Source: an optimization exercise on an open RTL-to-GDS flow (aim: small area). Production flows keep margins and buffers that such runs may drop. The RTL was checked by simulation tests, not by an equivalence proof against the original design. Power and IR drop assume default switching activity.

**flow/run.sh**
```bash
#!/bin/bash
# synth_recipe.tcl (not shown) runs the flow's synth.tcl, then flattens the netlist and writes it again
# the make line also repeats each setting of config.mk as NAME=value (left out here)
make -C /OpenROAD-flow-scripts/flow DESIGN_CONFIG=/design/flow/config.mk WORK_HOME=/design/flow/orfs CLKGATE_MAP_FILE= SYNTH_SCRIPT=/design/flow/synth_recipe.tcl finish
```
**flow/config.mk**
```make
export PLATFORM = sky130hd
export DESIGN_NAME = obi_spi
export DESIGN_NICKNAME = obi_spi
export VERILOG_FILES = /design/flow/design.v
export SDC_FILE = /design/flow/constraint.sdc
export NUM_CORES = 4
export LEC_CHECK = 0
export CAP_MARGIN = 20
export CORE_MARGIN = 2
export CORE_UTILIZATION = 40
export SLEW_MARGIN = 20
```
**flow/constraint.sdc**
```tcl
create_clock -name core_clock -period 10.0 [get_ports {clk_i}]
set_input_delay 2.0000 -clock core_clock [delete_from_list [all_inputs] [get_ports {clk_i}]]
set_output_delay 2.0000 -clock core_clock [all_outputs]
set_load 0.01 [all_outputs]
```
**flow/design.v**
```verilog
module register
#(
  parameter int WORD_WIDTH = 1,
  parameter logic [WORD_WIDTH-1:0] RESET_VALUE = 0
)
(
  input  logic                  clk,
  input  logic                  rstn,
  input  logic                  ce,    
  input  logic [WORD_WIDTH-1:0] in,
  output logic [WORD_WIDTH-1:0] out
);
  always_ff @(posedge clk) begin
    if (~rstn)
      out <= RESET_VALUE;
    else if (ce)
      out <= in;
  end
endmodule
module counter #(
    parameter int WORD_WIDTH = 32,
    parameter logic [WORD_WIDTH-1:0] RESET_VALUE = 0
)(
    input  logic clk,
    input  logic rstn,
    input  logic ce,
    output logic [WORD_WIDTH-1:0] count
);
    logic [WORD_WIDTH-1:0] plus_one;
    register #(
        .WORD_WIDTH (WORD_WIDTH),
        .RESET_VALUE(RESET_VALUE)
    ) rvfi_order_reg (
        .clk (clk),
        .rstn(rstn),
        .ce  (ce),
        .in  (plus_one),
        .out (count)
    );
    assign plus_one = count + 1'b1;
endmodule
module shift_register
#(
  parameter int WORD_WIDTH = 1,
  parameter logic [WORD_WIDTH-1:0] RESET_VALUE = 0
)
(
  input  logic                  clk,
  input  logic                  rstn,
  input  logic                  ce,
  input  logic                  in,
  output logic [WORD_WIDTH-1:0] out
);
  register #(.WORD_WIDTH(WORD_WIDTH), .RESET_VALUE(RESET_VALUE))
  shift_register_inst(
    .clk  (clk),
    .rstn (rstn),
    .ce   (ce),
    .in   ({out[WORD_WIDTH-2:0], in}),
    .out  (out)
  );
endmodule
module obi_spi #(
  parameter int unsigned ADDR_WIDTH = 32,
  parameter int unsigned DATA_WIDTH = 32,
  parameter int unsigned NUM_SLAVES = 4
) (
  input logic clk_i,
  input logic rstn_i,
  input   logic                     obi_areq_i,
  output  logic                     obi_agnt_o,
  input   logic [ADDR_WIDTH-1:0]    obi_aaddr_i,
  input   logic [DATA_WIDTH-1:0]    obi_awdata_i,
  input   logic                     obi_awe_i,
  input   logic [DATA_WIDTH/8-1:0]  obi_abe_i,
  output  logic                     obi_rvalid_o,
  input   logic                     obi_rready_i,
  output  logic [DATA_WIDTH-1:0]    obi_rdata_o,
  output  logic                     obi_rerr_o,
  output  logic [NUM_SLAVES-1 : 0]  spi_ss_o,
  output  logic                     spi_sclk_o,
  output  logic                     spi_mosi_o,
  input   logic                     spi_miso_i,
  output  logic                     complete_o
);
  logic [7:0]  tx_q, rx_q;
  logic [15:0] div_q;
  logic [3:0]  ss_q;
  logic        complete_q;
  logic        w_q, r_q, done_q;
  logic [2:0]  idx_q;         
  logic        idx8_q;        
  logic [15:0] cnt_q;         
  logic        sclk_q, sclk_prev_q;
  logic        rvalid_q;
  logic [7:0]  rdata_lo_q;
  logic        rdata_div_q;
  logic addr_ok, a_tx, a_rx, a_div, a_ss, a_ctrl;
  assign addr_ok = ~|obi_aaddr_i[31:5] & ~|obi_aaddr_i[1:0];
  assign a_tx   = addr_ok & (obi_aaddr_i[4:2] == 3'd0);
  assign a_rx   = addr_ok & (obi_aaddr_i[4:2] == 3'd1);
  assign a_div  = addr_ok & (obi_aaddr_i[4:2] == 3'd2);
  assign a_ss   = addr_ok & (obi_aaddr_i[4:2] == 3'd3);
  assign a_ctrl = addr_ok & (obi_aaddr_i[4:2] == 3'd4);
  logic spi_idle, busy, wr, wr_idle;
  assign spi_idle = ~w_q & ~r_q;
  assign busy     = (w_q | r_q) & ~done_q;
  assign wr       = obi_areq_i & ~rvalid_q & obi_awe_i & obi_abe_i[0];
  assign wr_idle  = wr & spi_idle;
  assign obi_agnt_o   = ~rvalid_q;
  assign obi_rvalid_o = rvalid_q;
  assign obi_rerr_o   = 1'b0;
  always_ff @(posedge clk_i) begin
    if (~rstn_i) rvalid_q <= 1'b0;
    else rvalid_q <= rvalid_q ? ~obi_rready_i : obi_areq_i;
  end
  logic [15:0] div_d;
  assign div_d = (wr_idle & a_div) ? obi_awdata_i[15:0] : div_q;
  always_ff @(posedge clk_i) begin
    if (~rstn_i) begin
      tx_q  <= '0;
      div_q <= '0;
      ss_q  <= '0;
    end else begin
      if (wr_idle & a_tx) tx_q <= obi_awdata_i[7:0];
      div_q <= div_d;
      if (wr_idle & a_ss) ss_q <= obi_awdata_i[3:0];
    end
  end
  always_ff @(posedge clk_i) begin
    if (~rstn_i) complete_q <= 1'b0;
    else if (wr & a_ctrl) complete_q <= obi_awdata_i[5];
    else if (done_q) complete_q <= 1'b1;
  end
  logic completed, start;
  assign completed = done_q & ~complete_q;
  assign start     = wr_idle & a_ctrl;
  always_ff @(posedge clk_i) begin
    if (~rstn_i | completed) begin
      w_q <= 1'b0;
      r_q <= 1'b0;
    end else begin
      if (start & obi_awdata_i[0]) w_q <= 1'b1;
      if (start & obi_awdata_i[1]) r_q <= 1'b1;
    end
  end
  always_ff @(posedge clk_i) begin
    if (~rstn_i) done_q <= 1'b0;
    else done_q <= (busy & idx8_q) | (done_q & complete_q);
  end
  logic cnt_zero, sclk_fall, sclk_rise;
  assign cnt_zero  = ~|cnt_q;
  assign sclk_fall = sclk_prev_q & ~sclk_q;
  assign sclk_rise = ~sclk_prev_q & sclk_q;
  always_ff @(posedge clk_i) begin
    if (~busy | cnt_zero) cnt_q <= div_d;
    else cnt_q <= cnt_q - 16'd1;
  end
  always_ff @(posedge clk_i) begin
    if (~rstn_i | ~|ss_q) sclk_q <= 1'b0;
    else if (cnt_zero) sclk_q <= ~sclk_q;
  end
  always_ff @(posedge clk_i) begin
    if (~rstn_i) sclk_prev_q <= 1'b0;
    else sclk_prev_q <= sclk_q;
  end
  always_ff @(posedge clk_i) begin
    if (~rstn_i) begin
      idx_q  <= '0;
      idx8_q <= 1'b0;
    end else begin
      idx8_q <= sclk_fall & (&idx_q);
      if (sclk_fall) idx_q <= idx_q + 3'd1;
    end
  end
  always_ff @(posedge clk_i) begin
    if (~rstn_i) rx_q <= '0;
    else if (sclk_rise & r_q) rx_q <= {rx_q[6:0], spi_miso_i};
  end
  assign spi_ss_o   = ~ss_q;
  assign spi_sclk_o = sclk_q;
  assign spi_mosi_o = w_q & ~r_q & ~done_q & ~idx8_q & tx_q[~idx_q];
  assign complete_o = complete_q;
  logic [7:0] rd_lo;
  assign rd_lo = ({8{a_tx}}  & tx_q)
               | ({8{a_rx}}  & rx_q)
               | ({8{a_div}} & div_q[7:0])
               | ({8{a_ss}}  & {4'b0, ss_q})
               | ({8{a_ctrl}} & {2'b0, complete_q, 2'b0, busy, r_q, w_q});
  always_ff @(posedge clk_i) begin
    if (~rvalid_q) begin
      rdata_lo_q  <= rd_lo;
      rdata_div_q <= a_div;
    end
  end
  assign obi_rdata_o = {16'b0, {8{rdata_div_q}} & div_q[15:8], rdata_lo_q};
endmodule
```
==> results of run 1 <==
power breakdown:
group	switching (mW)	internal (mW)	total, mW
Clock	0.108	0.122	0.229
Sequential	0.00142	0.295	0.296
Combinational	0.0193	0.0273	0.0466
Total	0.128	0.444	0.572
layout make-up:
type | count | area, µm²
Clock buffer | 11 | 141
Fill cell | 830 | 4120
Multi-Input combinational cell | 281 | 1860
Clock inverter | 5 | 56.3
Tap cell | 108 | 135
Timing Repair Buffer | 80 | 798
Sequential cell | 72 | 1530
Inverter | 9 | 33.8
worst max path at each step:
stage,from,to,slack [ns],cells past startpoint
after floorplan,obi_aaddr_i[12],ss_q[0],6.47,6
after global placement,obi_aaddr_i[3],cnt_q[14],4.66,6
after detailed placement,obi_aaddr_i[3],cnt_q[15],4.62,6
after CTS,obi_aaddr_i[3],cnt_q[13],4.98,6
after global routing,obi_aaddr_i[3],cnt_q[13],4.68,6
final,obi_aaddr_i[3],cnt_q[13],4.96,6
sequential cells by signal, summed over array words and instances, names as in the netlist, 3 cells and up:
name / flops
cnt_q: 16
div_q: 16
rdata_lo_q: 8
rx_q: 8
tx_q: 8
ss_q: 4
idx_q: 3
Yosys cell counts (all sizes together), types with 10 or more instances:
master / instances
a21boi: 11
a31oi: 10
and2: 11
buf: 23
clkbuf: 13
dfxtp: 63
mux2i: 33
nand2: 33
nand3: 13
nor2: 31
nor2b: 20
nor4: 13
o21ai: 19
critical path, delay by kind of cell:
kind	cells	cell delay, ns
AOI/OAI and AO/OA	1	0.10
buffers and inverters	1	0.94
and+or+nand+nor	3	1.85
muxes	1	0.33
kinds of logic (layout without fill, tap and decap cells):
kind of cell    count (synthesis)  after routing  synth area share (%)
fa+ha+maj                       4              4                  1.40
simple gates                  149            149                  22.8
flops                          72             72                  42.9
xor+xnor                       14             14                  3.44
compound gates                 60             60                  10.6
buf+inv                        45            105                  6.94
mux                            37             37                  11.8
other cells                     1             17                 0.105
stage by stage:
stage / instance area (µm²) / utilization (%)
2_1_floorplan: 3630 / -
3_3_place_gp: 4350 / 50.1
3_5_place_dp: 4360 / 50.2
4_1_cts: 4550 / 52.5
5_1_grt: 4550 / 52.5
6_report: 4550 / 52.5
cells in the final DEF, fill, tap and decap left out, types with 6 or more instances in the layout:
cell type,n
clkdlybuf4s50_1,79
dfxtp_1,63
mux2i_1,33
nand2_1,33
nor2_1,31
nor2b_1,20
conb_1,17
nand3_1,13
o21ai_1,12
and2_1,11
nor4_1,10
a31oi_1,10
a21boi_1,10
clkbuf_8,10
inv_1,9
a21oi_1,9
edfxtp_1,9
xnor2_1,8
o21ai_0,7
nor3_1,6
xor2_1,6
metal layers:
layer | part of all wire (%) | global-route usage (%) | routed length, µm
met1 | 46 | 24.4 | 3940
met2 | 46 | 29.1 | 3940
met3 | 5.5 | 4.18 | 471
met4 | 1.7 | 6.53 | 142
met5 | 0 | 0 | 0
==> flow_metrics.env, run 1 <==
export IMPL_crit_required_ns=10.19
export IMPL_final_cells=566
export IMPL_dp_slack_ns=4.62
export IMPL_critical_path_max_fanout=16
export IMPL_setup_ws_ns=4.96
export IMPL_synth_cell_types=48
export IMPL_slew_headroom_pct=32.7
export IMPL_tightest_slew_ns=1.01
export IMPL_outcome="finished clean"
export IMPL_vias_per_cell=5.15
export IMPL_grt_setup_unrepaired="no"
export IMPL_first_pass_iters=5
export IMPL_core_area_mm2=0.00868
export IMPL_cts_max_level=3
export IMPL_max_cap_violations=0
export IMPL_max_stage_delay_ns=0.94
export IMPL_max_freq_mhz=199
export IMPL_hold_class="flop to flop"
export IMPL_overflow=0
export IMPL_clock_skew_ns=0.0117
export IMPL_drive_above_1_share_pct=5.24
export IMPL_syn_cell_area_mm2=0.00357
export IMPL_synth_seq_area_share_pct=42.9
export IMPL_synth_top_area_share_pct=35.3
export IMPL_worst_hold_slack_ns=0.481
export IMPL_grt_pass1_vias=2799
export IMPL_vias=2913
export IMPL_drt_iter0_drc=154
export IMPL_cts_tree="yes"
export IMPL_synthToLayoutAreaGrowth_pct=27.6
export IMPL_postCtsSetupBuffers=0
export IMPL_cts_hold_repair_buffers=0
export IMPL_drv_slew=0
export IMPL_avgSynthCellArea_um2=9.34
export IMPL_slowest_stage="clkdlybuf4s50_1"
export IMPL_async_reset_ff_share_pct=0
export IMPL_nNetsFinal=531
export IMPL_antenna_left=0
export IMPL_die_height_um=98.5
export IMPL_grt_first_pass_wirelength_mm=14.0
export IMPL_r2r_setup_slack_ns=7.18
export IMPL_worstSetupStartpointType="primary input"
export IMPL_reg2reg_from="rvalid_q"
export IMPL_antenna_cells=0
export IMPL_cts_num_sinks=72
export IMPL_drcViolationCount=0
export IMPL_powerDensity_mw_per_mm2=126
export IMPL_leakagePower_nw=1.73
export IMPL_ys_ff_latch=72
export IMPL_yosys_top_cells_area="dfxtp_1 (35%), mux2i_1 (9.3%), edfxtp_1 (7.6%)"
export IMPL_cts_resized=0
export IMPL_r2r_cells=5
export IMPL_antenna_found_initial=0
export IMPL_hpwl_mm=6.23
export IMPL_grt_usage_pct=18.3
export IMPL_drt_wl_total_mm=8.50
export IMPL_dpl_cell_count=550
export IMPL_clockBufferDepth=2
export IMPL_io_pin_count=116
export IMPL_holdPathEnd="tx_q[5]"
export IMPL_port_buffers=79
export IMPL_final_hold_viol_count=0
export IMPL_min_path_cells=2
export IMPL_period_minus_slack_ns=5.04
export IMPL_clk_latency_ns=0.35
export IMPL_critPathKind="primary input to flop"
export IMPL_cts_made_buffers=9
export IMPL_ys_warn_count=1
export IMPL_finalSetupTns_ns=0
export IMPL_fin_crit_sh_pct=50.4
export IMPL_critical_path_arrival_ns=5.22
export IMPL_hp_start="tx_q[5]"
export IMPL_setup_violations_final=0
export IMPL_worstPathCellList="clkdlybuf4s50_1 > nor2b_1 > nand4b_1 > nor3_4 > mux2i_1 > a21oi_1"
export IMPL_rr_endpoint="cnt_q[13]"
export IMPL_drt_wirelength_per_cell_um=15.0
export IMPL_clk_pin_slew_worst_paths_ns=0.07
export IMPL_synth_ff_type="dfxtp_1"
export IMPL_peakVddDrop_uv=69.9
export IMPL_yosysTopAreaCell="dfxtp_1"
export IMPL_die_area_mm2=0.00969
export IMPL_gp_congestion=0.848
export IMPL_initial_core_util_pct=41.1
export IMPL_synth_edf_count=9
export IMPL_cp_end_kind="flop"
export IMPL_cts_root_buf="clkbuf_8"
export IMPL_fp_dieW_um=98.5
export IMPL_num_rows=34
export IMPL_syn_inst=382
export IMPL_power_uw=572
export IMPL_grt_max_degree=58
==> run 2: changes to the inputs <==
--- a/flow/config.mk
+++ b/flow/config.mk
@@ -5,6 +5,7 @@
 export SDC_FILE = /design/flow/constraint.sdc
 export NUM_CORES = 4
 export LEC_CHECK = 0
+export ABC_AREA = 1
 export CAP_MARGIN = 20
 export CORE_MARGIN = 2
 export CORE_UTILIZATION = 40
==> run 2 against run 1 <==
Compared with the run above: critical endpoint is now spi_mosi_o; critical path type is now flop to primary output; die area rose by 7.6%; utilization decreased by 0.23 points; clock-buffer cell count rose by 2; total power up 0.88%; routed wire length up 14%; still clean; non-clock buffer count up 2; setup slack improved by 0.98 ns.
==> flow_metrics.env, run 2 <==
export IMPL_outcome="finished clean"
export IMPL_syn_cell_area_mm2=0.00385
export IMPL_synth_simple_area_share_pct=36.7
export IMPL_core_area_mm2=0.00928
export IMPL_layout_common_cells="nand2_1 (134), nor2_1 (92), clkdlybuf4s50_1 (79)"
export IMPL_min_path_cells=2
export IMPL_drt_wirelength_per_cell_um=12.6
export IMPL_tightest_slew_ns=0.871
export IMPL_critPathKind="flop to primary output"
export IMPL_synth_cell_types=34
export IMPL_crit_top_cell="a21oi_1"
export IMPL_final_util_pct=52.3
export IMPL_p_seq_share_pct=51.3
export IMPL_reg2reg_from="rvalid_q"
export IMPL_p_int_uw=449
export IMPL_yosys_top_cells_area="dfxtp_1 (33%), nand2_1 (13%), nor2_1 (9.0%)"
export IMPL_postCtsSetupBuffers=0
export IMPL_cts_max_level=3
export IMPL_fp_dieW_um=102
export IMPL_grt_max_degree=54
export IMPL_r2r_cells=7
export IMPL_fillerInstances=957
export IMPL_first_pass_iters=4
export IMPL_drcViolationCount=0
export IMPL_yosys_cell_count_top_type="nand2_1"
export IMPL_setup_violations_final=0
export IMPL_cp_end_kind="primary output"
export IMPL_met1_length_mm=4.55
export IMPL_synth_commonest_cells="nand2_1 (134), nor2_1 (92), inv_1 (77)"
export IMPL_grt_usage_pct=19.8
export IMPL_cp_num_buf_inv=2
export IMPL_p_switching_uw=129
export IMPL_num_rows=35
export IMPL_cts_num_sinks=72
export IMPL_final_hold_viol_count=0
export IMPL_syn_inst=564
export IMPL_synth_ff_type="dfxtp_1"
export IMPL_grt_setup_unrepaired="no"
export IMPL_synth_xor_xnor_area_share_pct=2.27
export IMPL_cts_made_buffers=9
export IMPL_grt_first_pass_wirelength_mm=16.2
export IMPL_grt_pass1_vias=3487
export IMPL_hold_class="flop to flop"
export IMPL_clk_latency_ns=0.34
export IMPL_worstSetupStartpointType="flop"
export IMPL_dr_wl_met3_um=543
export IMPL_crit_path_start="idx_q[0]"
export IMPL_slowest_stage="clkdlybuf4s50_1"
export IMPL_drv_slew=0
export IMPL_fin_crit_sh_pct=40.5
export IMPL_endpoint="spi_mosi_o"
export IMPL_max_freq_mhz=247
export IMPL_leakagePower_nw=2.25
export IMPL_ys_warn_count=1
export IMPL_io_pin_count=116
export IMPL_cts_root_buf="clkbuf_8"
export IMPL_nNetsFinal=714
export IMPL_top_regs="cnt_q x16, div_q x16"
export IMPL_overflow=0
export IMPL_finalSetupTns_ns=0
export IMPL_synth_edf_count=9
export IMPL_hpwl_mm=7.36
export IMPL_die_area_mm2=0.0104
export IMPL_ys_ff_latch=72
export IMPL_critical_path_top_delay_family="buffers and inverters"
export IMPL_wl_met2_mm=4.41
export IMPL_crit_required_ns=8.00
export IMPL_peakVddDrop_uv=56.5
export IMPL_p_sw_share_pct=22.3
export IMPL_drive_above_1_share_pct=4.68
export IMPL_avgSynthCellArea_um2=6.83
export IMPL_antenna_cells=0
export IMPL_worstPathCellList="inv_1 > a21oi_1 > o21ai_0 > o211ai_1 > nand2_1 > a21oi_1 > clkdlybuf4s50_1"
export IMPL_async_reset_ff_share_pct=0
export IMPL_initial_core_util_pct=41.5
export IMPL_clkPwrFrac_pct=40.5
export IMPL_period_minus_slack_ns=4.05
export IMPL_synthMuxAreaShare_pct=0
export IMPL_synth_top_area_share_pct=32.7
export IMPL_p_comb_share_pct=8.3
export IMPL_clock_skew_ns=0.00741
export IMPL_antenna_found_initial=0
export IMPL_rr_endpoint="tx_q[5]"
export IMPL_powerDensity_mw_per_mm2=119
export IMPL_final_common_cell="nand2_1"
export IMPL_critical_path_max_fanout=7
export IMPL_synthAdderAreaFrac_pct=1.30
export IMPL_cts_hold_repair_buffers=0
export IMPL_clk_pin_slew_worst_paths_ns=0.07
export IMPL_synth_seq_area_share_pct=39.8
export IMPL_slew_headroom_pct=41.5
export IMPL_synth_top_family_by_area="simple AND/OR/NAND/NOR gates"
export IMPL_cts_resized=0
export IMPL_max_stage_delay_ns=0.56
export IMPL_synth_compound_area_share_pct=5.98
export IMPL_port_buffers=79
export IMPL_cts_tree="yes"
export IMPL_vias=3658
export IMPL_drt_iter0_drc=188
export IMPL_clockBufferDepth=2
export IMPL_gp_congestion=0.853
export IMPL_synthToLayoutAreaGrowth_pct=26.0
export IMPL_yosysTopAreaCell="dfxtp_1"
export IMPL_die_height_um=102
export IMPL_drt_wl_total_mm=9.70
export IMPL_vias_per_cell=4.75
export IMPL_top_layer="met4"
export IMPL_antenna_left=0
export IMPL_r2r_setup_slack_ns=7.86
export IMPL_critical_path_arrival_ns=2.05
export IMPL_cp_depth=7
export IMPL_max_cap_violations=0
## run 2: worst min path at each step
stage | start | to
finish | idx8_q | done_q
global route | sclk_q | sclk_prev_q
CTS | idx8_q | done_q
detailed placement | idx8_q | done_q
global placement | idx8_q | done_q
floorplan | idx8_q | done_q
## run 2: kinds of logic after synthesis
group | after synthesis
flops | 72
other cells | 1
compound gates | 43
buf+inv | 117
simple gates | 317
xor+xnor | 10
fa+ha+maj | 4
## run 2: layout make-up
type,instances,area [µm²],area share [%]
clock buffer,13,159,3.28
clock inverter,3,40.0,0.825
inverter,80,300,6.19
multi-input combinational,391,1850,38.0
sequential,72,1530,31.6
tap,129,161,3.33
timing repair buffer,82,813,16.8
## run 2: power by group through the flow
stage                     logic [mW]  clock network (mW)  registers, mW
after floorplan               0.0202                   0          0.303
after global placement        0.0474                   0          0.302
after detailed placement      0.0476                   0          0.303
after CTS                     0.0478               0.240          0.296
after global routing          0.0516               0.254          0.296
final                         0.0477               0.234          0.296
## run 2: worst min-delay path: stages (launching register included)
cell and delay, ns:
dfxtp_1 0.32, nand2_1 0.06, a21oi_1 0.05
## run 2: layer usage
metal	vias to the layer above	global-route usage [%]
met5	-	0
met4	0	6.36
met3	16	4.79
met2	108	32.3
met1	1634	25.9
li1	1900	-
## run 2: per-stage QoR
| stage | cells | area, µm² | worst slack (ns) | total power, mW | hold WS, ns |
|---|---|---|---|---|---|
| final | 770 | 4850 | 5.95 | 0.577 | 0.472 |
| after global routing | 770 | 4850 | 5.80 | 0.601 | 0.503 |
| after CTS | 770 | 4850 | 5.92 | 0.584 | 0.477 |
| after detailed placement | 754 | 4650 | 5.79 | 0.350 | 0.468 |
| after global placement | 754 | 4650 | 5.81 | 0.350 | 0.465 |
| after floorplan | 580 | 3910 | 6.84 | 0.323 | 0.439 |
==> run 3: changes to the inputs <==
==> flow/flow/run.sh (new file) <==
#!/bin/bash
# Standard ORFS layout, with single-drive-strength port buffers, no CTS dummy loads and a
# shared tie cell for the constant outputs. Each step's full log stays in orfs/logs/.
set -euo pipefail
export BUFFER_PORTS_ARGS="-buffer_cell sky130_fd_sc_hd__buf_1"
export SKIP_REPAIR_TIE_FANOUT=1
export CTS_ARGS="-sink_clustering_enable -repair_clock_nets -dont_use_dummy_load"
bash standard.sh > standard.log 2>&1
==> flow/standard.sh (new file) <==
#!/bin/bash
# synth_recipe.tcl (not shown) runs the flow's synth.tcl, then flattens the netlist and writes it again
# the make line also repeats each setting of config.mk as NAME=value (left out here)
make -C /OpenROAD-flow-scripts/flow DESIGN_CONFIG=/design/flow/config.mk WORK_HOME=/design/flow/orfs CLKGATE_MAP_FILE= SYNTH_SCRIPT=/design/flow/synth_recipe.tcl "${@:-finish}"
removed: flow/run.sh
==> run 3 against run 2 <==
Compared with the run above: total power is 13% lower; first-iteration DRC count is 20% higher; sequential share of layout area is 4.7 points higher; via count is 0.87% lower; synthesized cell count stayed put; cell area is 13% lower; sequential cell count stayed put; critical path depth stayed put; combinational power is 34% lower; largest power group unchanged.
==> flow_metrics.env, run 3 <==
export IMPL_synth_commonest_cells="nand2_1 (134), nor2_1 (92), inv_1 (77)"
export IMPL_r2r_setup_slack_ns=7.85
export IMPL_leakagePower_nw=1.95
export IMPL_yosys_top_cells_area="dfxtp_1 (33%), nand2_1 (13%), nor2_1 (9.0%)"
export IMPL_vias_per_cell=4.85
export IMPL_cts_hold_repair_buffers=0
export IMPL_postCtsSetupBuffers=0
export IMPL_crit_required_ns=8.00
export IMPL_slowest_stage="dfxtp_1"
export IMPL_antenna_found_initial=0
export IMPL_initial_core_util_pct=41.5
export IMPL_syn_inst=564
export IMPL_cts_made_buffers=9
export IMPL_yosys_cell_count_top_type="nand2_1"
export IMPL_clk_pin_slew_worst_paths_ns=0.08
export IMPL_ys_warn_count=1
export IMPL_final_hold_viol_count=0
export IMPL_setup_ws_ns=6.38
export IMPL_antenna_left=0
export IMPL_synth_top_area_share_pct=32.7
export IMPL_worstPathCellList="inv_1 > a21oi_1 > o21ai_0 > o211ai_1 > nand2_1 > a21oi_1 > buf_1"
export IMPL_synth_edf_count=9
export IMPL_syn_cell_area_mm2=0.00385
export IMPL_critical_path_max_fanout=7
export IMPL_drcViolationCount=0
export IMPL_antenna_cells=0
export IMPL_grt_first_pass_wirelength_mm=15.8
export IMPL_vias=3626
export IMPL_top_regs="cnt_q x16, div_q x16"
export IMPL_fin_crit_sh_pct=36.2
export IMPL_clk_latency_ns=0.35
export IMPL_drt_iter0_drc=226
export IMPL_worstSetupStartpointType="flop"
export IMPL_synth_seq_area_share_pct=39.8
export IMPL_critPathKind="flop to primary output"
export IMPL_async_reset_ff_share_pct=0
export IMPL_overflow=0
export IMPL_grt_usage_pct=19.4
export IMPL_cts_max_level=3
export IMPL_period_minus_slack_ns=3.62
export IMPL_final_util_pct=45.5
export IMPL_worst_hold_slack_ns=0.480
export IMPL_clockBufferDepth=2
export IMPL_layout_common_cells="nand2_1 (134), nor2_1 (92), buf_1 (79)"
export IMPL_reg2reg_from="rvalid_q"
export IMPL_die_area_mm2=0.0104
export IMPL_powerDensity_mw_per_mm2=119
export IMPL_yosysTopAreaCell="dfxtp_1"
export IMPL_r2r_cells=8
export IMPL_clock_skew_ns=0.0276
export IMPL_cts_num_sinks=72
export IMPL_tightest_slew_ns=0.849
export IMPL_gp_congestion=0.829
export IMPL_hpwl_mm=6.91
export IMPL_min_path_cells=2
export IMPL_grt_setup_unrepaired="no"
export IMPL_setup_violations_final=0
export IMPL_synth_cell_types=34
export IMPL_drt_wirelength_per_cell_um=12.9
export IMPL_io_pin_count=116
export IMPL_die_height_um=102
export IMPL_drt_wl_total_mm=9.61
export IMPL_dpl_cell_count=738
export IMPL_ys_ff_latch=72
export IMPL_stdcell_area_mm2=0.00422
export IMPL_first_pass_iters=4
export IMPL_cp_end_kind="primary output"
export IMPL_final_cells=747
export IMPL_critical_path_arrival_ns=1.62
export IMPL_power_uw=504
export IMPL_max_freq_mhz=277
export IMPL_core_area_mm2=0.00928
export IMPL_ff_latch_area_mm2=0.00153
export IMPL_drive_above_1_share_pct=4.05
export IMPL_drv_slew=0
export IMPL_final_common_cell="nand2_1"
export IMPL_cts_root_buf="clkbuf_8"
export IMPL_avgSynthCellArea_um2=6.83
export IMPL_num_rows=35
export IMPL_fillerInstances=1018
export IMPL_fp_dieW_um=102
export IMPL_port_buffers=79
export IMPL_nNetsFinal=698
export IMPL_place_area_mm2=0.00410
export IMPL_peakVddDrop_uv=60.6
export IMPL_grt_pass1_vias=3239
export IMPL_max_cap_violations=0
export IMPL_endpoint="spi_mosi_o"
export IMPL_multiInputGateArea_mm2=0.00179
export IMPL_outcome="finished clean"
export IMPL_synth_ff_type="dfxtp_1"
export IMPL_cts_resized=0
export IMPL_max_stage_delay_ns=0.42
export IMPL_finalSetupTns_ns=0
export IMPL_dp_slack_ns=6.08
export IMPL_hold_class="flop to flop"
export IMPL_cts_tree="yes"
export IMPL_rr_endpoint="cnt_q[7]"
export IMPL_synthToLayoutAreaGrowth_pct=9.62
export IMPL_slew_headroom_pct=43.3
export IMPL_crit_path_start="idx_q[0]"
export IMPL_crit_top_cell="a21oi_1"
export IMPL_grt_max_degree=54
run 3: worst min-delay path by stage:
stage	from	endpoint	slack (ns)
finish	sclk_q	sclk_prev_q	0.48
global route	sclk_q	sclk_prev_q	0.50
CTS	sclk_q	sclk_prev_q	0.48
detailed placement	idx8_q	done_q	0.47
global placement	idx8_q	done_q	0.47
floorplan	idx8_q	done_q	0.44
run 3: cell type report:
type                    instances  share of cell area (%)
clock buffers                   9                    2.93
inverters                      80                    7.11
multi-input cells             375                    42.3
flip-flops and latches         72                    36.3
well taps                     129                    3.82
repair buffers                 82                    7.56
run 3: per-layer routing:
layer	wire, µm	vias to the layer above	part of all wire, %	GRT usage (%)
met5	0	-	0	0
met4	87	0	0.91	6.77
met3	694	7	7.2	2.74
met2	4160	121	43	30.5
met1	4670	1610	49	27.2
li1	-	1888	-	-
run 3: report_power, final:
| group | leakage [nW] | internal [mW] | switching (mW) |
|---|---|---|---|
| logic | 1.27 | 0.00891 | 0.0227 |
| clock network | 0.0647 | 0.0803 | 0.0961 |
| registers | 0.608 | 0.295 | 0.00116 |
| total | 1.95 | 0.384 | 0.120 |
run 3: critical path: cells and delay by family, from the launching register on:
family / cells / cell delay (ns)
DFF: 1 / 0.42
AOI/OAI and AO/OA: 4 / 0.47
buffers and inverters: 2 / 0.31
and+or+nand+nor: 1 / 0.07
run 3: cell families after synthesis:
group / after synthesis / synth area share, %
buffers and inverters: 117 / 13.9
xor gates and xnor gates: 10 / 2.27
AOI/OAI and AO/OA: 43 / 5.98
adders and majority gates: 4 / 1.30
other: 1 / 0.0974
and+or+nand+nor: 317 / 36.7
DFF: 72 / 39.8
==> run 4: changes to the inputs <==
==> flow/flow/run.sh (replaced) <==
#!/bin/bash
# Standard ORFS layout, with single-drive-strength port buffers, small clock buffers and no CTS
# dummy loads, and a shared tie cell for the constant outputs. Each step's full log stays in
# orfs/logs/; make's own output goes to standard.log.
set -euo pipefail
export BUFFER_PORTS_ARGS="-buffer_cell sky130_fd_sc_hd__buf_1"
export SKIP_REPAIR_TIE_FANOUT=1
export CTS_ARGS="-sink_clustering_enable -repair_clock_nets -dont_use_dummy_load -buf_list sky130_fd_sc_hd__clkbuf_4"
bash standard.sh > standard.log 2>&1
--- a/flow/config.mk
+++ b/flow/config.mk
@@ -5,8 +5,8 @@
 export SDC_FILE = /design/flow/constraint.sdc
 export NUM_CORES = 4
 export LEC_CHECK = 0
-export ABC_AREA = 1
 export CAP_MARGIN = 20
 export CORE_MARGIN = 2
-export CORE_UTILIZATION = 40
+export CORE_UTILIZATION = 65
+export PLACE_DENSITY = 0.85
 export SLEW_MARGIN = 20
==> run 4 against run 3 <==
Compared with the run above: routed wire length fell by 20%; clock skew rose by 0.0033 ns; synthesized area fell by 7.3%; fmax fell by 20%; clock power fell by 28%; synthesized cell count fell by 32%; critical path type is now primary input to flop; critical endpoint is now cnt_q[0]; largest cell class unchanged.
==> flow_metrics.env, run 4 <==
export IMPL_ys_warn_count=1
export IMPL_rr_endpoint="cnt_q[0]"
export IMPL_io_pin_count=116
export IMPL_ys_ff_latch=72
export IMPL_overflow=0
export IMPL_cts_max_level=3
export IMPL_syn_inst=382
export IMPL_gp_congestion=0.844
export IMPL_drcViolationCount=0
export IMPL_stdcell_area_mm2=0.00382
export IMPL_layout_common_cells="buf_1 (78), dfxtp_1 (63), mux2i_1 (33), nand2_1 (33), nor2_1 (31)"
export IMPL_avgSynthCellArea_um2=9.34
export IMPL_synth_commonest_cells="dfxtp_1 (63), mux2i_1 (33), nand2_1 (33)"
export IMPL_slowest_stage="nor3_4"
export IMPL_place_area_mm2=0.00374
export IMPL_critical_path_max_fanout=16
export IMPL_antenna_left=0
export IMPL_syn_cell_area_mm2=0.00357
export IMPL_initial_core_util_pct=68.6
export IMPL_max_stage_delay_ns=0.86
export IMPL_grt_usage_pct=26.6
export IMPL_setup_ws_ns=5.49
export IMPL_drt_wl_total_mm=7.69
export IMPL_met1_length_mm=3.50
export IMPL_period_minus_slack_ns=4.51
export IMPL_finalSetupTns_ns=0
export IMPL_slew_headroom_pct=33.7
export IMPL_tightest_slew_ns=0.992
export IMPL_cts_num_sinks=72
export IMPL_yosysTopAreaCell="dfxtp_1"
export IMPL_clk_latency_ns=0.40
export IMPL_dr_wl_met3_um=403
export IMPL_ff_latch_area_mm2=0.00153
export IMPL_cts_hold_repair_buffers=0
export IMPL_synth_edf_count=9
export IMPL_setup_violations_final=0
export IMPL_vias=2930
export IMPL_synth_cell_types=48
export IMPL_dp_slack_ns=5.10
export IMPL_worstPathCellList="buf_1 > nor2b_1 > nand4b_1 > nor3_4 > mux2i_1 > a21oi_1"
export IMPL_crit_required_ns=10.24
export IMPL_nNetsFinal=514
export IMPL_vias_per_cell=5.81
export IMPL_r2r_setup_slack_ns=7.36
export IMPL_fin_crit_sh_pct=45.1
export IMPL_final_common_cell="buf_1"
export IMPL_num_rows=26
export IMPL_drt_wirelength_per_cell_um=15.3
export IMPL_multiInputGateArea_mm2=0.00180
export IMPL_fp_dieW_um=78.1
export IMPL_power_uw=452
export IMPL_peakVddDrop_uv=88.9
export IMPL_max_freq_mhz=222
export IMPL_synthToLayoutAreaGrowth_pct=6.94
export IMPL_drive_above_1_share_pct=4.15
export IMPL_min_path_cells=2
export IMPL_clockBufferDepth=2
export IMPL_grt_max_degree=58
export IMPL_cts_tree="yes"
export IMPL_hold_class="flop to flop"
export IMPL_cts_resized=0
export IMPL_clk_pin_slew_worst_paths_ns=0.10
export IMPL_final_hold_viol_count=0
export IMPL_reg2reg_from="w_q"
export IMPL_max_cap_violations=0
export IMPL_r2r_cells=5
export IMPL_wl_met2_mm=3.66
export IMPL_antenna_found_initial=0
export IMPL_port_buffers=79
export IMPL_antenna_cells=0
export IMPL_async_reset_ff_share_pct=0
export IMPL_postCtsSetupBuffers=0
export IMPL_clock_skew_ns=0.0310
export IMPL_synth_top_area_share_pct=35.3
export IMPL_critPathKind="primary input to flop"
export IMPL_grt_pass1_vias=2779
export IMPL_drv_slew=0
export IMPL_die_area_mm2=0.00610
export IMPL_holdPathEnd="tx_q[6]"
export IMPL_critical_path_arrival_ns=4.75
export IMPL_synth_seq_area_share_pct=42.9
export IMPL_yosys_top_cells_area="dfxtp_1 (35%), mux2i_1 (9.3%), edfxtp_1 (7.6%)"
export IMPL_drt_iter0_drc=215
export IMPL_leakagePower_nw=1.41
export IMPL_synth_ff_type="dfxtp_1"
export IMPL_hpwl_mm=5.58
export IMPL_grt_first_pass_wirelength_mm=12.8
export IMPL_top_regs="cnt_q x16, div_q x16"
export IMPL_cp_end_kind="flop"
export IMPL_cts_root_buf="clkbuf_4"
export IMPL_hp_start="tx_q[6]"
export IMPL_grt_setup_unrepaired="no"
export IMPL_core_area_mm2=0.00520
export IMPL_outcome="finished clean"
export IMPL_worstSetupStartpointType="primary input"
export IMPL_first_pass_iters=5
export IMPL_yosys_cell_count_top_type="dfxtp_1"
export IMPL_cts_made_buffers=9
export IMPL_powerDensity_mw_per_mm2=118
export IMPL_die_height_um=78.1
export IMPL_top_layer="met4"
export IMPL_fillerInstances=417
==> run 4: how the worst max path moves through the flow <==
stage                    end       startpoint  cells past startpoint  slack (ns)
finish              cnt_q[0]   obi_aaddr_i[3]                      6        5.49
global route        cnt_q[9]   obi_aaddr_i[3]                      6        5.31
CTS                 cnt_q[0]   obi_aaddr_i[3]                      6        5.50
detailed placement  cnt_q[0]   obi_aaddr_i[3]                      6        5.10
global placement    cnt_q[9]   obi_aaddr_i[3]                      6        5.07
floorplan            ss_q[0]  obi_aaddr_i[12]                      6        6.47
==> run 4: cell families after synthesis <==
| kind of cell | after synthesis | synth area share, % |
|---|---|---|
| flops | 72 | 42.9 |
| buf+inv | 45 | 6.94 |
| simple gates | 149 | 22.8 |
| fa+ha+maj | 4 | 1.40 |
| xor+xnor | 14 | 3.44 |
| compound gates | 60 | 10.6 |
| other cells | 1 | 0.105 |
| mux | 37 | 11.8 |
==> run 4: stage by stage <==
step | utilization [%] | std cells | hold WS [ns]
floorplan | - | 382 | 0.438
global placement | 71.9 | 495 | 0.462
detailed placement | 71.9 | 495 | 0.476
CTS | 73.1 | 504 | 0.488
global route | 73.3 | 504 | 0.503
finish | 73.3 | 504 | 0.490
==> run 4: layout make-up <==
class,count,area share [%]
timing repair buffer,79,7.80
tap,70,2.30
inverter,9,0.885
clock buffer,9,1.77
multi-input combinational,265,47.1
sequential,72,40.1
==> run 4: report_power, final <==
group	switching [mW]	internal (mW)
clock	0.0850	0.0419
sequential	0.00149	0.295
combinational	0.0183	0.0103
==> run 4: routing by layer <==
metal	up-vias	GRT usage [%]
met5	-	0
met4	0	12.1
met3	12	5.52
met2	115	42.6
met1	1369	34.9
li1	1434	-
==> run 4: critical path: cells and delay by family <==
kind | cells | cell delay [ns]
AO/OA/AOI/OAI | 1 | 0.09
multiplexers | 1 | 0.34
AND/OR/NAND/NOR | 3 | 1.68
buffers and inverters | 1 | 0.62
==> run 5: changes to the inputs <==
--- a/flow/config.mk
+++ b/flow/config.mk
@@ -7,6 +7,5 @@
 export LEC_CHECK = 0
 export CAP_MARGIN = 20
 export CORE_MARGIN = 2
-export CORE_UTILIZATION = 65
-export PLACE_DENSITY = 0.85
+export CORE_UTILIZATION = 40
 export SLEW_MARGIN = 20
==> run 5 against run 4 <==
Compared with the run above: sequential power about the same; synthesized area did not move; highest routed layer unchanged; sequential share of layout area down 0.49 points; still clean on timing, DRC and antenna; fmax shrank 0.63%; non-clock buffer count unchanged.
==> flow_metrics.env, run 5 <==
export IMPL_drt_wirelength_per_cell_um=15.1
export IMPL_rr_endpoint="cnt_q[15]"
export IMPL_die_area_mm2=0.00969
export IMPL_clock_skew_ns=0.0265
export IMPL_synth_seq_area_share_pct=42.9
export IMPL_grt_first_pass_wirelength_mm=13.5
export IMPL_crit_required_ns=10.25
export IMPL_max_cap_violations=0
export IMPL_max_freq_mhz=220
export IMPL_setup_violations_final=0
export IMPL_final_cells=542
export IMPL_slew_headroom_pct=31.3
export IMPL_stdcell_area_mm2=0.00386
export IMPL_cts_max_level=3
export IMPL_r2r_cells=5
export IMPL_io_pin_count=116
export IMPL_critical_path_top_delay_family="simple AND/OR/NAND/NOR gates"
export IMPL_top_regs="cnt_q x16, div_q x16"
export IMPL_core_area_mm2=0.00868
export IMPL_antenna_found_initial=0
export IMPL_drcViolationCount=0
export IMPL_dpl_cell_count=533
export IMPL_grt_busiest_layer="met2"
export IMPL_critPathKind="primary input to flop"
export IMPL_cp_end_kind="flop"
export IMPL_drv_slew=0
export IMPL_synth_ff_type="dfxtp_1"
export IMPL_cts_made_buffers=9
export IMPL_cts_num_sinks=72
export IMPL_clockBufferDepth=2
export IMPL_p_seq_share_pct=65.1
export IMPL_peakVddDrop_uv=36.7
export IMPL_critical_path_arrival_ns=4.79
export IMPL_yosys_top_cells_area="dfxtp_1 (35%), mux2i_1 (9.3%), edfxtp_1 (7.6%)"
export IMPL_setup_ws_ns=5.46
export IMPL_clk_pin_slew_worst_paths_ns=0.11
export IMPL_cp_num_buf_inv=1
export IMPL_port_buffers=79
export IMPL_avgSynthCellArea_um2=9.34
export IMPL_max_stage_delay_ns=0.88
export IMPL_gp_congestion=0.802
export IMPL_endpoint="cnt_q[15]"
export IMPL_initial_core_util_pct=41.1
export IMPL_synth_top_area_share_pct=35.3
export IMPL_hpwl_mm=6.00
export IMPL_vias=2817
export IMPL_synth_edf_count=9
export IMPL_period_minus_slack_ns=4.54
export IMPL_synthToLayoutAreaGrowth_pct=8.28
export IMPL_grt_setup_unrepaired="no"
export IMPL_cts_resized=0
export IMPL_leakagePower_nw=1.41
export IMPL_p_switching_uw=108
export IMPL_cts_root_buf="clkbuf_4"
export IMPL_grt_pass1_vias=2746
export IMPL_met3_usage_pct=3.19
export IMPL_fp_dieW_um=98.5
export IMPL_grt_usage_pct=17.4
export IMPL_worstPathCellList="buf_1 > nor2b_1 > nand4b_1 > nor3_4 > mux2i_1 > mux2i_1"
export IMPL_die_height_um=98.5
export IMPL_final_common_cell="buf_1"
export IMPL_layout_common_cells="buf_1 (78), dfxtp_1 (63), mux2i_1 (33), nand2_1 (33), nor2_1 (31)"
export IMPL_final_hold_viol_count=0
export IMPL_min_path_cells=2
export IMPL_antenna_cells=0
export IMPL_tightest_slew_ns=1.03
export IMPL_ys_warn_count=1
export IMPL_crit_top_cell="mux2i_1"
export IMPL_p_sw_share_pct=23.8
export IMPL_place_area_mm2=0.00379
export IMPL_power_uw=455
export IMPL_num_rows=34
export IMPL_drt_wl_total_mm=8.16
export IMPL_postCtsSetupBuffers=0
export IMPL_antenna_left=0
export IMPL_syn_inst=382
export IMPL_hold_class="flop to flop"
export IMPL_crit_path_start="obi_aaddr_i[3]"
export IMPL_fin_crit_sh_pct=45.4
export IMPL_grt_max_degree=58
export IMPL_vias_per_cell=5.20
export IMPL_yosysTopAreaCell="dfxtp_1"
export IMPL_r2r_setup_slack_ns=7.32
export IMPL_use_met1_pct=24.3
export IMPL_clk_latency_ns=0.40
export IMPL_dp_slack_ns=5.02
export IMPL_syn_cell_area_mm2=0.00357
export IMPL_cts_hold_repair_buffers=0
export IMPL_async_reset_ff_share_pct=0
export IMPL_synth_cell_types=48
export IMPL_reg2reg_from="rvalid_q"
export IMPL_slowest_stage="nor3_4"
export IMPL_p_comb_share_pct=6.5
export IMPL_finalSetupTns_ns=0
export IMPL_cts_tree="yes"
export IMPL_synth_commonest_cells="dfxtp_1 (63), mux2i_1 (33), nand2_1 (33)"
export IMPL_nNetsFinal=514
export IMPL_cp_depth=6
export IMPL_powerDensity_mw_per_mm2=118
export IMPL_p_int_uw=347
export IMPL_critical_path_max_fanout=16
export IMPL_first_pass_iters=4
export IMPL_drive_above_1_share_pct=4.15
export IMPL_clkPwrFrac_pct=28.5
export IMPL_ys_ff_latch=72
export IMPL_overflow=0
export IMPL_met2_usage_pct=27.0
export IMPL_drt_iter0_drc=131
export IMPL_outcome="finished clean"
export IMPL_worstSetupStartpointType="primary input"
export IMPL_yosys_cell_count_top_type="dfxtp_1"
run 5: how the worst min path moves through the flow:
stage | startpoint | endpoint | slack, ns
2_1_floorplan | tx_q[6] | tx_q[6] | 0.44
3_3_place_gp | tx_q[6] | tx_q[6] | 0.46
3_5_place_dp | tx_q[6] | tx_q[6] | 0.47
4_1_cts | tx_q[6] | tx_q[6] | 0.48
5_1_grt | tx_q[5] | tx_q[5] | 0.51
6_report | tx_q[6] | tx_q[6] | 0.48
run 5: metrics by stage:
step | utilization (%) | hold WS [ns]
floorplan | - | 0.438
global placement | 43.6 | 0.457
detailed placement | 43.6 | 0.468
CTS | 44.4 | 0.482
global route | 44.5 | 0.510
finish | 44.5 | 0.478
run 5: tightest hold or removal path, cell delays in order, from the launching register on:
cell     delay, ns
dfxtp_1       0.34
nand2_1       0.06
o21ai_1       0.05
run 5: metal layers:
| metal | wire, µm | share of wire, % |
|---|---|---|
| met3 | 427 | 5.2 |
| met1 | 3860 | 47 |
| met5 | 0 | 0 |
| met4 | 116 | 1.4 |
| met2 | 3760 | 46 |
run 5: cells by family (layout without fill, tap and decap cells):
logic type                 count (synthesis)  in the layout  synth area share [%]
muxes                                     37             37                  11.8
and+or+nand+nor                          149            149                  22.8
adders and majority gates                  4              4                  1.40
DFF                                       72             72                  42.9
AOI/OAI and AO/OA                         60             60                  10.6
other                                      1              1                 0.105
xor gates and xnor gates                  14             14                  3.44
buffers and inverters                     45             97                  6.94
run 5: cell type report:
class | count | area [µm²]
Multi-Input combinational cell | 265 | 1800
Fill cell | 910 | 4810
Clock buffer | 9 | 67.6
Tap cell | 108 | 135
Inverter | 9 | 33.8
Sequential cell | 72 | 1530
Timing Repair Buffer | 79 | 298
run 5: power by group through the flow:
stage	logic, mW	clock network (mW)	registers [mW]
after detailed placement	0.0293	0	0.303
after global placement	0.0291	0	0.303
after floorplan	0.0195	0	0.304
final	0.0294	0.130	0.296
after global routing	0.0324	0.146	0.297
after CTS	0.0295	0.134	0.296
==> run 6: changes to the inputs <==
--- a/flow/flow/run.sh
+++ b/flow/flow/run.sh
@@ -5,5 +5,5 @@
 set -euo pipefail
 export BUFFER_PORTS_ARGS="-buffer_cell sky130_fd_sc_hd__buf_1"
 export SKIP_REPAIR_TIE_FANOUT=1
-export CTS_ARGS="-sink_clustering_enable -repair_clock_nets -dont_use_dummy_load -buf_list sky130_fd_sc_hd__clkbuf_4"
+export CTS_ARGS="-sink_clustering_enable -repair_clock_nets -dont_use_dummy_load -buf_list sky130_fd_sc_hd__clkbuf_4 -sink_clustering_size 24 -sink_clustering_max_diameter 60"
 bash standard.sh > standard.log 2>&1
--- a/flow/config.mk
+++ b/flow/config.mk
@@ -7,5 +7,6 @@
 export LEC_CHECK = 0
 export CAP_MARGIN = 20
 export CORE_MARGIN = 2
-export CORE_UTILIZATION = 40
+export CORE_UTILIZATION = 65
+export PLACE_DENSITY = 0.85
 export SLEW_MARGIN = 20
==> run 6 against run 5 <==
Compared with the run above: register-to-register slack better by 0.04 ns; clock-buffer cell count stayed put; synthesized cell count unchanged; clock skew rose by 0.0044 ns; total power shrank 0.76%; clock power barely moved; critical path depth is the same; global-route usage rose by 9.2 points; sequential share of layout area up 0.49 points; sequential power hardly changed; still clean on timing, DRC and antenna; die area shrank 37%.
==> flow_metrics.env, run 6 <==
export IMPL_powerDensity_mw_per_mm2=118
export IMPL_critical_path_arrival_ns=4.75
export IMPL_dp_slack_ns=5.10
export IMPL_first_pass_iters=5
export IMPL_cts_num_sinks=72
export IMPL_critical_path_top_delay_family="simple AND/OR/NAND/NOR gates"
export IMPL_hpwl_mm=5.58
export IMPL_drt_iter0_drc=215
export IMPL_antenna_cells=0
export IMPL_cts_root_buf="clkbuf_4"
export IMPL_slew_headroom_pct=33.7
export IMPL_synth_edf_count=9
export IMPL_io_pin_count=116
export IMPL_cts_max_level=3
export IMPL_grt_usage_pct=26.6
export IMPL_max_freq_mhz=222
export IMPL_avgSynthCellArea_um2=9.34
export IMPL_port_buffers=79
export IMPL_critical_path_max_fanout=16
export IMPL_vias_per_cell=5.81
export IMPL_grt_max_degree=58
export IMPL_ys_warn_count=1
export IMPL_hold_class="flop to flop"
export IMPL_syn_inst=382
export IMPL_yosys_cell_count_top_type="dfxtp_1"
export IMPL_drt_wl_total_mm=7.69
export IMPL_final_hold_viol_count=0
export IMPL_antenna_left=0
export IMPL_grt_pass1_vias=2779
export IMPL_clk_pin_slew_worst_paths_ns=0.10
export IMPL_clockBufferDepth=2
export IMPL_leakagePower_nw=1.41
export IMPL_drv_slew=0
export IMPL_synth_ff_type="dfxtp_1"
export IMPL_reg2reg_from="w_q"
export IMPL_cp_end_kind="flop"
export IMPL_peakVddDrop_uv=88.9
export IMPL_max_stage_delay_ns=0.86
export IMPL_syn_cell_area_mm2=0.00357
export IMPL_cts_made_buffers=9
export IMPL_gp_congestion=0.844
export IMPL_clock_skew_ns=0.0310
export IMPL_grt_setup_unrepaired="no"
export IMPL_top_regs="cnt_q x16, div_q x16"
export IMPL_grt_first_pass_wirelength_mm=12.8
export IMPL_layout_common_cells="buf_1 (78), dfxtp_1 (63), mux2i_1 (33), nand2_1 (33), nor2_1 (31)"
export IMPL_synth_seq_area_share_pct=42.9
export IMPL_yosys_top_cells_area="dfxtp_1 (35%), mux2i_1 (9.3%), edfxtp_1 (7.6%)"
export IMPL_fp_dieW_um=78.1
export IMPL_nNetsFinal=514
export IMPL_async_reset_ff_share_pct=0
export IMPL_setup_ws_ns=5.49
export IMPL_outcome="finished clean"
export IMPL_worstSetupStartpointType="primary input"
export IMPL_die_area_mm2=0.00610
export IMPL_cts_resized=0
export IMPL_critPathKind="primary input to flop"
export IMPL_worst_hold_slack_ns=0.490
export IMPL_core_area_mm2=0.00520
export IMPL_synth_cell_types=48
export IMPL_r2r_cells=5
export IMPL_antenna_found_initial=0
export IMPL_synth_commonest_cells="dfxtp_1 (63), mux2i_1 (33), nand2_1 (33)"
export IMPL_cts_hold_repair_buffers=0
export IMPL_synthToLayoutAreaGrowth_pct=6.94
export IMPL_cp_num_buf_inv=1
export IMPL_initial_core_util_pct=68.6
export IMPL_place_area_mm2=0.00374
export IMPL_overflow=0
export IMPL_stdcell_area_mm2=0.00382
export IMPL_cp_depth=6
export IMPL_drive_above_1_share_pct=4.15
export IMPL_crit_required_ns=10.24
export IMPL_worstPathCellList="buf_1 > nor2b_1 > nand4b_1 > nor3_4 > mux2i_1 > a21oi_1"
export IMPL_setup_violations_final=0
export IMPL_die_height_um=78.1
export IMPL_synth_top_area_share_pct=35.3
export IMPL_crit_path_start="obi_aaddr_i[3]"
export IMPL_period_minus_slack_ns=4.51
export IMPL_num_rows=26
export IMPL_finalSetupTns_ns=0
export IMPL_r2r_setup_slack_ns=7.36
export IMPL_slowest_stage="nor3_4"
export IMPL_tightest_slew_ns=0.992
export IMPL_rr_endpoint="cnt_q[0]"
export IMPL_max_cap_violations=0
export IMPL_ys_ff_latch=72
export IMPL_final_util_pct=73.3
export IMPL_clk_latency_ns=0.40
export IMPL_endpoint="cnt_q[0]"
export IMPL_drcViolationCount=0
export IMPL_fin_crit_sh_pct=45.1
export IMPL_yosysTopAreaCell="dfxtp_1"
export IMPL_vias=2930
export IMPL_cts_tree="yes"
export IMPL_drt_wirelength_per_cell_um=15.3
export IMPL_postCtsSetupBuffers=0
export IMPL_final_common_cell="buf_1"
-- run 6: worst min-delay path by stage --
stage | start | endpoint | cells after the start
after floorplan | tx_q[6] | tx_q[6] | 2
after global placement | tx_q[4] | tx_q[4] | 2
after detailed placement | tx_q[0] | tx_q[0] | 2
after CTS | tx_q[0] | tx_q[0] | 2
after global routing | tx_q[1] | tx_q[1] | 2
final | tx_q[6] | tx_q[6] | 2
-- run 6: tightest hold or removal path, delay by kind of cell, from the launching register on --
kind,cells,cell delay (ns)
AOI/OAI and AO/OA,1,0.05
DFF,1,0.34
and+or+nand+nor,1,0.06
-- run 6: routing by layer --
layer / vias up / wire, µm / track usage, %
li1: 1434 / - / -
met1: 1369 / 3500 / 34.9
met2: 115 / 3660 / 42.6
met3: 12 / 403 / 5.52
met4: 0 / 126 / 12.1
met5: - / 0 / 0
-- run 6: layout make-up --
class | instances | area (µm²)
well taps | 70 | 87.6
multi-input cells | 265 | 1800
flip-flops and latches | 72 | 1530
inverters | 9 | 33.8
clock buffers | 9 | 67.6
fillers | 417 | 1390
repair buffers | 79 | 298
-- run 6: power breakdown --
part	switching (mW)	internal, mW	total (mW)	leakage, nW
Combinational	0.0183	0.0103	0.0286	0.761
Sequential	0.00149	0.295	0.296	0.607
Clock	0.0850	0.0419	0.127	0.0414
-- run 6: metrics by stage --
stage               total power, mW  cells
finish                        0.452    504
global route                  0.469    504
CTS                           0.454    504
detailed placement            0.331    495
global placement              0.331    495
floorplan                     0.323    382
-- run 6: logic make-up after synthesis --
logic type | count (synthesis) | synth area share (%)
adders and majority gates | 4 | 1.40
buffers and inverters | 45 | 6.94
and+or+nand+nor | 149 | 22.8
xor gates and xnor gates | 14 | 3.44
AOI/OAI and AO/OA | 60 | 10.6
other | 1 | 0.105
DFF | 72 | 42.9
muxes | 37 | 11.8
==> run 7: changes to the inputs <==
==> flow/flow/run.sh (replaced) <==
#!/bin/bash
# Standard ORFS layout (the standard.sh), with these changes:
#  - port buffers are buf_1 instead of the default clkdlybuf4s50_1,
#  - one tie cell drives all constant outputs,
#  - CTS uses clkbuf_4 only and inserts no dummy loads,
#  - before repair_design, combinational cells go to their smallest drive strength.
# Each ORFS step's full log stays in orfs/logs/; make's own output goes to standard.log.
set -euo pipefail
export BUFFER_PORTS_ARGS="-buffer_cell sky130_fd_sc_hd__buf_1"
export SKIP_REPAIR_TIE_FANOUT=1
export CTS_ARGS="-sink_clustering_enable -repair_clock_nets -dont_use_dummy_load -buf_list sky130_fd_sc_hd__clkbuf_4"
export PRE_RESIZE_TCL="$PWD/flow/downsize.tcl"
bash standard.sh > standard.log 2>&1
==> flow/flow/downsize.tcl (new file) <==
# Before repair_design: put every combinational cell at the smallest drive strength of its
# family (synthesis sizes for a far tighter clock than the design has); repair_design then
# upsizes wherever slew, capacitance or fanout need it.
set db [ord::get_db]
set block [[$db getChip] getBlock]
set smallest [dict create]
foreach lib [$db getLibs] {
  foreach m [$lib getMasters] {
    set n [$m getName]
    if {[regexp {^(sky130_fd_sc_hd__[a-z0-9]+)_([0-9]+)$} $n -> fam drv]} {
      set a [expr {[$m getWidth] * [$m getHeight]}]
      if {![dict exists $smallest $fam] || $a < [lindex [dict get $smallest $fam] 1]} {
        dict set smallest $fam [list $m $a]
      }
    }
  }
}
set n_swapped 0
foreach inst [$block getInsts] {
  set m [$inst getMaster]
  set n [$m getName]
  if {![regexp {^(sky130_fd_sc_hd__[a-z0-9]+)_([0-9]+)$} $n -> fam drv]} { continue }
  if {[regexp {__(df|edf|sdf|dl|clk|conb|tap|fill|decap|diode)} $n]} { continue }
  if {![dict exists $smallest $fam]} { continue }
  set best [lindex [dict get $smallest $fam] 0]
  if {[$best getName] ne $n} {
    $inst swapMaster $best
    incr n_swapped
  }
}
puts "downsize: swapped $n_swapped instances to their family's smallest cell"
==> run 7 against run 6 <==
Compared with the run above: clock-buffer cell count stayed put; final cell count is 0.60% higher; critical endpoint is now cnt_q[9]; global-route usage hardly changed; largest cell class unchanged; still clean on timing, DRC and antenna; combinational power is 2% lower.
==> flow_metrics.env, run 7 <==
export IMPL_outcome="finished clean"
export IMPL_multiInputGateArea_mm2=0.00176
export IMPL_critical_path_arrival_ns=4.81
export IMPL_powerDensity_mw_per_mm2=119
export IMPL_final_hold_viol_count=0
export IMPL_p_sw_share_pct=23.6
export IMPL_hold_class="flop to flop"
export IMPL_clockBufferDepth=2
export IMPL_overflow=0
export IMPL_max_freq_mhz=221
export IMPL_cts_tree="yes"
export IMPL_drv_slew=0
export IMPL_grt_pass1_vias=2783
export IMPL_yosys_cell_count_top_type="dfxtp_1"
export IMPL_synthToLayoutAreaGrowth_pct=6.52
export IMPL_period_minus_slack_ns=4.53
export IMPL_cp_end_kind="flop"
export IMPL_clk_latency_ns=0.42
export IMPL_syn_inst=382
export IMPL_clkPwrFrac_pct=28.6
export IMPL_crit_required_ns=10.28
export IMPL_worstSetupStartpointType="primary input"
export IMPL_cts_root_buf="clkbuf_4"
export IMPL_antenna_found_initial=0
export IMPL_ys_warn_count=1
export IMPL_yosysTopAreaCell="dfxtp_1"
export IMPL_avgSynthCellArea_um2=9.34
export IMPL_drive_above_1_share_pct=4.35
export IMPL_synth_seq_area_share_pct=42.9
export IMPL_peakVddDrop_uv=76.2
export IMPL_gp_congestion=0.844
export IMPL_p_seq_share_pct=65.3
export IMPL_fp_dieW_um=78.1
export IMPL_die_height_um=78.1
export IMPL_final_common_cell="buf_1"
export IMPL_layout_common_cells="buf_1 (78), dfxtp_1 (63), mux2i_1 (33), nand2_1 (33), nor2_1 (31)"
export IMPL_drt_iter0_drc=148
export IMPL_first_pass_iters=4
export IMPL_final_util_pct=73.0
export IMPL_fin_crit_sh_pct=45.3
export IMPL_stdcell_area_mm2=0.00380
export IMPL_postCtsSetupBuffers=0
export IMPL_setup_violations_final=0
export IMPL_p_int_uw=347
export IMPL_final_cells=507
export IMPL_vias_per_cell=5.74
export IMPL_p_switching_uw=107
export IMPL_slew_headroom_pct=34.0
export IMPL_grt_setup_unrepaired="no"
export IMPL_synth_cell_types=48
export IMPL_drcViolationCount=0
export IMPL_core_area_mm2=0.00520
export IMPL_io_pin_count=116
export IMPL_max_cap_violations=0
export IMPL_yosys_top_cells_area="dfxtp_1 (35%), mux2i_1 (9.3%), edfxtp_1 (7.6%)"
export IMPL_num_rows=26
export IMPL_nNetsFinal=517
export IMPL_port_buffers=79
export IMPL_place_area_mm2=0.00373
export IMPL_syn_cell_area_mm2=0.00357
export IMPL_die_area_mm2=0.00610
export IMPL_hpwl_mm=5.66
export IMPL_fillerInstances=430
export IMPL_cts_resized=0
export IMPL_finalSetupTns_ns=0
export IMPL_synth_edf_count=9
export IMPL_ff_latch_area_mm2=0.00153
export IMPL_synth_ff_type="dfxtp_1"
export IMPL_top_regs="cnt_q x16, div_q x16"
export IMPL_initial_core_util_pct=68.6
export IMPL_p_comb_share_pct=6.2
export IMPL_synth_top_area_share_pct=35.3
export IMPL_cts_max_level=3
export IMPL_grt_max_degree=58
export IMPL_power_uw=454
export IMPL_clk_pin_slew_worst_paths_ns=0.12
export IMPL_grt_first_pass_wirelength_mm=12.7
export IMPL_dpl_cell_count=497
export IMPL_antenna_left=0
export IMPL_drt_wl_total_mm=7.65
export IMPL_grt_usage_pct=26.6
export IMPL_antenna_cells=0
export IMPL_critical_path_max_fanout=15
export IMPL_drt_wirelength_per_cell_um=15.1
export IMPL_async_reset_ff_share_pct=0
export IMPL_cts_hold_repair_buffers=0
export IMPL_critPathKind="primary input to flop"
export IMPL_vias=2908
export IMPL_synth_commonest_cells="dfxtp_1 (63), mux2i_1 (33), nand2_1 (33)"
export IMPL_cts_made_buffers=9
export IMPL_clock_skew_ns=0.0280
export IMPL_ys_ff_latch=72
export IMPL_leakagePower_nw=1.37
export IMPL_cts_num_sinks=72
export IMPL_tightest_slew_ns=0.982
[run 7: changes by cell type in the layout (fill, tap and decap cells not counted), sizes merged]
cell    before  now
clkbuf      10   11
buf         78   80
[run 7: cell families after synthesis]
logic type / count (synthesis) / synth area share (%)
other: 1 / 0.105
flip-flops: 72 / 42.9
multiplexers: 37 / 11.8
XOR/XNOR: 14 / 3.44
buffers and inverters: 45 / 6.94
adder cells (fa/ha/maj): 4 / 1.40
AO/OA/AOI/OAI: 60 / 10.6
AND/OR/NAND/NOR: 149 / 22.8
[run 7: worst paths after layout]
kind,depth (start not counted),end,slack (ns),from
max reg2reg,5,cnt_q[4],7.22,cnt_q[6]
min,2,tx_q[4],0.49,tx_q[4]
min reg2reg,2,tx_q[4],0.49,tx_q[4]
max,7,cnt_q[9],5.47,obi_aaddr_i[3]
[run 7: cell type report]
type / instances / share of cell area, %
flip-flops and latches: 72 / 40.3
clock buffers: 9 / 1.78
repair buffers: 82 / 8.39
well taps: 70 / 2.30
inverters: 9 / 0.889
multi-input cells: 265 / 46.3
[run 7: power groups by stage]
| stage | clock (mW) | combinational [mW] | sequential (mW) |
|---|---|---|---|
| 2_1_floorplan | 0 | 0.0195 | 0.304 |
| 3_3_place_gp | 0 | 0.0277 | 0.303 |
| 3_5_place_dp | 0 | 0.0277 | 0.303 |
| 4_1_cts | 0.130 | 0.0278 | 0.296 |
| 5_1_grt | 0.139 | 0.0311 | 0.297 |
| 6_report | 0.130 | 0.0280 | 0.296 |
[run 7: metrics by stage]
step | worst slack, ns | hold WS, ns
4_1_cts | 5.53 | 0.488
3_5_place_dp | 5.07 | 0.476
6_report | 5.47 | 0.491
2_1_floorplan | 6.47 | 0.438
3_3_place_gp | 5.07 | 0.462
5_1_grt | 5.18 | 0.502
[run 7: layer usage]
| layer | track usage [%] | share of wire (%) | up-vias |
|---|---|---|---|
| met5 | 0 | 0 | - |
| met4 | 11.9 | 2.0 | 0 |
| met3 | 4.25 | 4.5 | 13 |
| met2 | 43.7 | 48 | 90 |
| met1 | 34.7 | 46 | 1372 |
| li1 | - | - | 1433 |
[run 7: worst max-delay path: stages]
cell,delay (ns)
buf_1,0.62
nor2b_1,0.31
nand4b_1,0.47
nor3_2,0.77
buf_6,0.24
mux2i_1,0.27
mux2i_1,0.11

==> what the ideal ports hide <==
No port has a modelled driver above. Below, the same layouts with a new extraction and two added sets of constraints.
Step 1 sets driving cells, clkbuf_16 on the clock port and buf_2 on the other inputs (assumed; they add their load-dependent delay and slew).
Step 2 moves the port delays by t, midway between the first and last clock arrival at a register: inputs arrive t later, outputs are due t later. That takes back most of the time a late clock gives input paths.
Three values: ideal, step 1, step 2; two values: the first two.
run | t (ns) | slack for setup (ns) | worst data-port slew with drivers (ns)
run 1 | 0.377 | 4.964 / 4.968 / 4.591 | 0.04
run 2 | 0.372 | 5.946 / 5.915 / 5.783 | 0.04
run 3 | 0.365 | 6.384 / 6.354 / 6.061 | 0.04
run 4 | 0.415 | 5.492 / 5.493 / 5.078 | 0.04
run 5 | 0.414 | 5.464 / 5.461 / 5.047 | 0.04
run 6 | 0.415 | 5.492 / 5.493 / 5.078 | 0.04
run 7 | 0.432 | 5.472 / 5.475 / 5.043 | 0.04
After both steps setup and hold are still met in every run listed. The setup slack of run 7, which loses most, moves by +0.003 ns with the drivers and by -0.429 ns with both steps.
